What follows belongs to an exercise in optimizing a design on an open flow for small area, a short achievable clock period and few clock cycles per item; a production flow would make more cautious choices.
In this exercise RTL edits were held to simulation tests only and were not proved equivalent to the original.

run 1:
## accelerator
module accelerator (
    input  logic clk, rst,
    input  logic signed [31:0] a0,
    input  logic signed [31:0] a1,
    input  logic signed [31:0] a2,
    input  logic signed [31:0] a3,
    input  logic signed [31:0] a4,
    input  logic signed [31:0] a5,
    input  logic signed [31:0] a6,
    input  logic signed [31:0] a7,
    input  logic signed [31:0] b0,
    input  logic signed [31:0] b1,
    input  logic signed [31:0] b2,
    input  logic signed [31:0] b3,
    input  logic signed [31:0] b4,
    input  logic signed [31:0] b5,
    input  logic signed [31:0] b6,
    input  logic signed [31:0] b7,
    input  logic start,
    output logic done,
    output logic signed [63:0] result
);
Size: roughly 0.033 mm^2 of cells after synthesis.
==> flow/config.mk <==
export PLATFORM = sky130hd
export DESIGN_NAME = accelerator
export DESIGN_NICKNAME = accelerator
export VERILOG_FILES = /design/flow/design.v
export SDC_FILE = /design/flow/constraint.sdc
export NUM_CORES = 4
export LEC_CHECK = 0
export CAP_MARGIN = 20
export CORE_MARGIN = 2
export CORE_UTILIZATION = 40
export SLEW_MARGIN = 20
==> flow/constraint.sdc <==
create_clock -name core_clock -period 12.0 [get_ports {clk}]
set_input_delay 2.4000 -clock core_clock [delete_from_list [all_inputs] [get_ports {clk}]]
set_output_delay 2.4000 -clock core_clock [all_outputs]
set_load 0.01 [all_outputs]
standard.sh (not shown) runs the stock make flow with config.mk's settings and CLKGATE_MAP_FILE= SYNTH_SCRIPT=/design/flow/synth_recipe.tcl, a recipe that flattens the netlist after the stock synthesis.
==> flow/flow/run.sh <==
#!/bin/bash
set -euo pipefail
MARGIN=${MARGIN:-7.7}
R=orfs/results/sky130hd/accelerator/base
bash standard.sh synth > synth.log 2>&1
cp $R/1_2_yosys.v polfix_in.v
python3 flow/polfix.py polfix_in.v $R/1_2_yosys.v > polfix.log 2>&1
bash standard.sh synth > synth2.log 2>&1
bash standard.sh "BUFFER_PORTS_ARGS=-buffer_cell sky130_fd_sc_hd__buf_1" \
    SETUP_SLACK_MARGIN=$MARGIN finish > layout.log 2>&1
Other scripts of this flow, unchanged in this note and not shown: flow/flow/polfix.py
Testbench counts of run 1, summed over its fixed seeds: cycles 10,552, items 960.
Input changes introduced in run 2 (baseline for comparison: run 1):
-- flow/flow/run.sh --
<<< run 1, line 1
#!/bin/bash
set -euo pipefail
MARGIN=${MARGIN:-7.7}
R=orfs/results/sky130hd/accelerator/base
bash standard.sh synth > synth.log 2>&1
>>> run 2, line 1
#!/bin/bash
set -euo pipefail
MARGIN=${MARGIN:-7.9}
R=orfs/results/sky130hd/accelerator/base
bash standard.sh synth > synth.log 2>&1
==> notes.md <==
Summary of run 2 over run 1: non-clock buffer count now larger; final cell count without fillers rose by 152; worst hold slack -0.024 ns.
[inputs] run 3 vs run 2
-- flow/flow/run.sh --
<<< run 2, line 1
#!/bin/bash
set -euo pipefail
MARGIN=${MARGIN:-7.9}
R=orfs/results/sky130hd/accelerator/base
bash standard.sh synth > synth.log 2>&1
>>> run 3, line 1
#!/bin/bash
set -euo pipefail
MARGIN=${MARGIN:-7.5}
R=orfs/results/sky130hd/accelerator/base
bash standard.sh synth > synth.log 2>&1
Notes after the runs:
Run 3 finished end to end and its layout was clean on timing, DRC and antenna. Changes observed in run 3 relative to run 2: maximum frequency lower, clock skew lower. When run 3 is set beside run 2, its length of routed wiring on met1 turns out to be 4.3% smaller.

## build 36
accelerator, a different RTL version from the one above (not shown whole).
For scale: roughly 3,200 cells after synthesis, about 580 I/O pins.
==> flow/design.v (excerpt) <==
module accelerator (
    input  logic clk, rst,
    input  logic signed [31:0] a0,
    input  logic signed [31:0] a1,
    input  logic signed [31:0] a2,
    input  logic signed [31:0] a3,
    input  logic signed [31:0] a4,
    input  logic signed [31:0] a5,
    input  logic signed [31:0] a6,
    input  logic signed [31:0] a7,
    input  logic signed [31:0] b0,
    input  logic signed [31:0] b1,
    input  logic signed [31:0] b2,
    input  logic signed [31:0] b3,
    input  logic signed [31:0] b4,
    input  logic signed [31:0] b5,
    input  logic signed [31:0] b6,
    input  logic signed [31:0] b7,
    input  logic start,
    output logic done,
    output logic signed [63:0] result
);
Settings: LEC_CHECK=0, CAP_MARGIN=20, CORE_MARGIN=2, CORE_UTILIZATION=40, SLEW_MARGIN=20; clock period 12.0 ns.
==> flow/flow/run.sh <==
#!/bin/bash
set -euo pipefail
MARGIN=${MARGIN:-7.7}
R=orfs/results/sky130hd/accelerator/base
bash standard.sh synth > synth.log 2>&1
cp $R/1_2_yosys.v polfix_in.v
python3 flow/polfix.py polfix_in.v $R/1_2_yosys.v > polfix.log 2>&1
bash standard.sh synth > synth2.log 2>&1
bash standard.sh "BUFFER_PORTS_ARGS=-buffer_cell sky130_fd_sc_hd__buf_1" \
    SETUP_SLACK_MARGIN=$MARGIN finish > layout.log 2>&1
Other scripts of this flow, unchanged in this note and not shown: flow/flow/polfix.py
Testbench counts of build 36, summed over its fixed seeds: cycles 10,552, items 960.
Setup changes, build 36 to build 44
- an added ABC_AREA of 1
--- a/flow/flow/run.sh
+++ b/flow/flow/run.sh
@@ -3 +3 @@
-MARGIN=${MARGIN:-7.7}
+MARGIN=${MARGIN:-7.5}
Re flip-flop and latch area: build 36 and build 44 aren't equal, and the lower value belongs to build 44. Build 44: utilization 0.73 points below build 36. Per the comparison of build 44 with build 36, final weighted congestion of routability-driven global placement +about 5%, synthesis-to-layout area growth fell by 2.7 points, final area -about 2.8%. On build 44: number of detailed-route iterations in the first pass is 2 lower than what build 36 gave. Diff build 36 -> build 44 | number of inserted diodes | increase of 28. Per the comparison of build 44 with build 36, wire length rose by 2.2%; overall fraction of global-route tracks in use rose 2.7 points.
### build 44 -> build 57
- ABC_AREA removed (was 1)
--- a/flow/flow/run.sh
+++ b/flow/flow/run.sh
@@ -3 +3 @@
-MARGIN=${MARGIN:-7.5}
+MARGIN=${MARGIN:-7.7}
@@ -10 +10 @@
-    SETUP_SLACK_MARGIN=$MARGIN finish > layout.log 2>&1
+    TNS_END_PERCENT=20 SETUP_SLACK_MARGIN=$MARGIN finish > layout.log 2>&1
### Flow results
Measured against each other, build 57 and build 44 differ in global-route usage, the higher figure coming from build 44.
Combined area of all synthesized cells delta (build 57 − build 44): unfavourable
A commonest non-fill, non-tap cell in the layout of buf_1 is what build 44 shows, while a22oi_1 belongs to build 57.
Build 57 vs build 44 on wire length per cell after detailed routing: build 57 is the higher one.

== rev 12 ==
Starting RTL as in the previous note.
clock: 12.0 ns
lec_check: 0
cap_margin: 20
core_margin: 2
core_utilization: 40
slew_margin: 20
==> flow/flow/run.sh <==
#!/bin/bash
set -euo pipefail
MARGIN=${MARGIN:-7.0}
R=orfs/results/sky130hd/accelerator/base
bash standard.sh synth > synth.log 2>&1
cp $R/1_2_yosys.v polfix_in.v
python3 flow/polfix.py polfix_in.v $R/1_2_yosys.v > polfix.log 2>&1
bash standard.sh synth > synth2.log 2>&1
bash standard.sh "BUFFER_PORTS_ARGS=-buffer_cell sky130_fd_sc_hd__buf_1" \
    SETUP_SLACK_MARGIN=$MARGIN finish > layout.log 2>&1
Other scripts of this flow, unchanged in this note and not shown: flow/flow/polfix.py
Rev 12 went all the way through the flow, and no timing, DRC or antenna check failed.
Testbench counts of rev 12, summed over its fixed seeds: cycles 10,552, items 960.
Changes in rev 13 relative to rev 12:
--- a/flow/flow/run.sh
+++ b/flow/flow/run.sh
@@ -2,3 +2,3 @@
 set -euo pipefail
-MARGIN=${MARGIN:-7.0}
+MARGIN=${MARGIN:-7.5}
 R=orfs/results/sky130hd/accelerator/base
@@ -9,2 +9,3 @@
 bash standard.sh "BUFFER_PORTS_ARGS=-buffer_cell sky130_fd_sc_hd__buf_1" \
+    "CTS_BUF_LIST=sky130_fd_sc_hd__clkbuf_4 sky130_fd_sc_hd__clkbuf_8" \
     SETUP_SLACK_MARGIN=$MARGIN finish > layout.log 2>&1
==> comparison <==
- In rev 13, the sequential share of layout area came out 0.22 points above the value in rev 12.
- Highest layer used for signal routing = met5: rev 12; highest layer used for signal routing = met4: rev 13
- Comparing rev 12 and rev 13, data arrival time of the critical path is higher on rev 12.
- Taking rev 12 as the reference, in rev 13 fmax rose by 8.0%, combined global-route utilization of all metal layers shows no meaningful change, part of the cycle the worst path needs saw a decrease, synthesized cell count comparable.
- Max number of global-route vias before repair across rev 12 and rev 13: rev 13
- Rev 13 packs its core more tightly than rev 12.

RTL: one of the versions met above, not the one the previous note started from.
Size: about 3,200 cells after synthesis, roughly 0.033 mm^2 of cells after synthesis.
clock: 12.0 ns
lec_check: 0
cap_margin: 20
core_margin: 2
core_utilization: 40
slew_margin: 20
==> flow/flow/run.sh <==
#!/bin/bash
set -euo pipefail
MARGIN=${MARGIN:-7.7}
R=orfs/results/sky130hd/accelerator/base
bash standard.sh synth > synth.log 2>&1
cp $R/1_2_yosys.v polfix_in.v
python3 flow/polfix.py polfix_in.v $R/1_2_yosys.v > polfix.log 2>&1
bash standard.sh synth > synth2.log 2>&1
bash standard.sh "BUFFER_PORTS_ARGS=-buffer_cell sky130_fd_sc_hd__buf_1" \
    "CTS_BUF_LIST=sky130_fd_sc_hd__clkbuf_8" \
    SETUP_SLACK_MARGIN=$MARGIN finish > layout.log 2>&1
Other scripts of this flow, unchanged in this note and not shown: flow/flow/polfix.py
The first run finished clean.
Testbench counts at the start, summed over its fixed seeds: cycles 10,552, items 960.
Change:
--- a/flow/flow/run.sh
+++ b/flow/flow/run.sh
@@ -8,4 +8,3 @@
 bash standard.sh synth > synth2.log 2>&1
 bash standard.sh "BUFFER_PORTS_ARGS=-buffer_cell sky130_fd_sc_hd__buf_1" \
-    "CTS_BUF_LIST=sky130_fd_sc_hd__clkbuf_8" \
-    SETUP_SLACK_MARGIN=$MARGIN finish > layout.log 2>&1
+    MATCH_CELL_FOOTPRINT=0 SETUP_SLACK_MARGIN=$MARGIN finish > layout.log 2>&1
=> The new run passed the timing, DRC and antenna checks; design area came out higher by 0.84%; via count hardly moves; maximum frequency goes down by about 1.5%; register-to-register slack is worse by 70 ps; global-route usage is higher by 0.44 points; count of clock-buffer cells in the layout falls by 16; synthesized area is unchanged; die area does not change; core utilization grows by 0.40 points.

separate check: timing with driven ports:
No port has a modelled driver above. Below, the same layouts with a new extraction and two added sets of constraints. Step 1, drivers: a clkbuf_16 drives clk and a buf_2 each remaining input, both assumed. Step 2 also shifts input and output timing later by t, the mid clock arrival at the registers, as if the neighbouring blocks saw the same clock. Three values: no drivers, after step 1, after step 2; two values: the first two.
run | t, ns | slack for setup (ns) | worst data-port slew with drivers (ns)
run 1 | 0.645 | 7.736 / 7.736 / 7.263 | 0.14
run 2 | 0.661 | 7.851 / 7.851 / 7.324 | 0.17
run 3 | 0.645 | 7.533 / 7.533 / 6.981 | 0.16
build 36 | 0.645 | 7.655 / 7.655 / 7.222 | 0.23
build 44 | 0.629 | 7.536 / 7.502 / 6.872 | 0.20
build 57 | 0.649 | 7.667 / 7.663 / 7.015 | 0.12
rev 12 | 0.645 | 7.159 / 7.159 / 6.859 | 0.20
rev 13 | 0.734 | 7.517 / 7.517 / 6.945 | 0.20
the first run of note 4 | 0.727 | 7.764 / 7.764 / 7.105 | 0.15
the second run of note 4 | 0.652 | 7.698 / 7.698 / 7.167 | 0.22
After both steps every run listed still meets setup and hold. For build 44, which loses most, drivers alone change the setup slack by -0.034 ns; drivers and shift together by -0.664 ns.
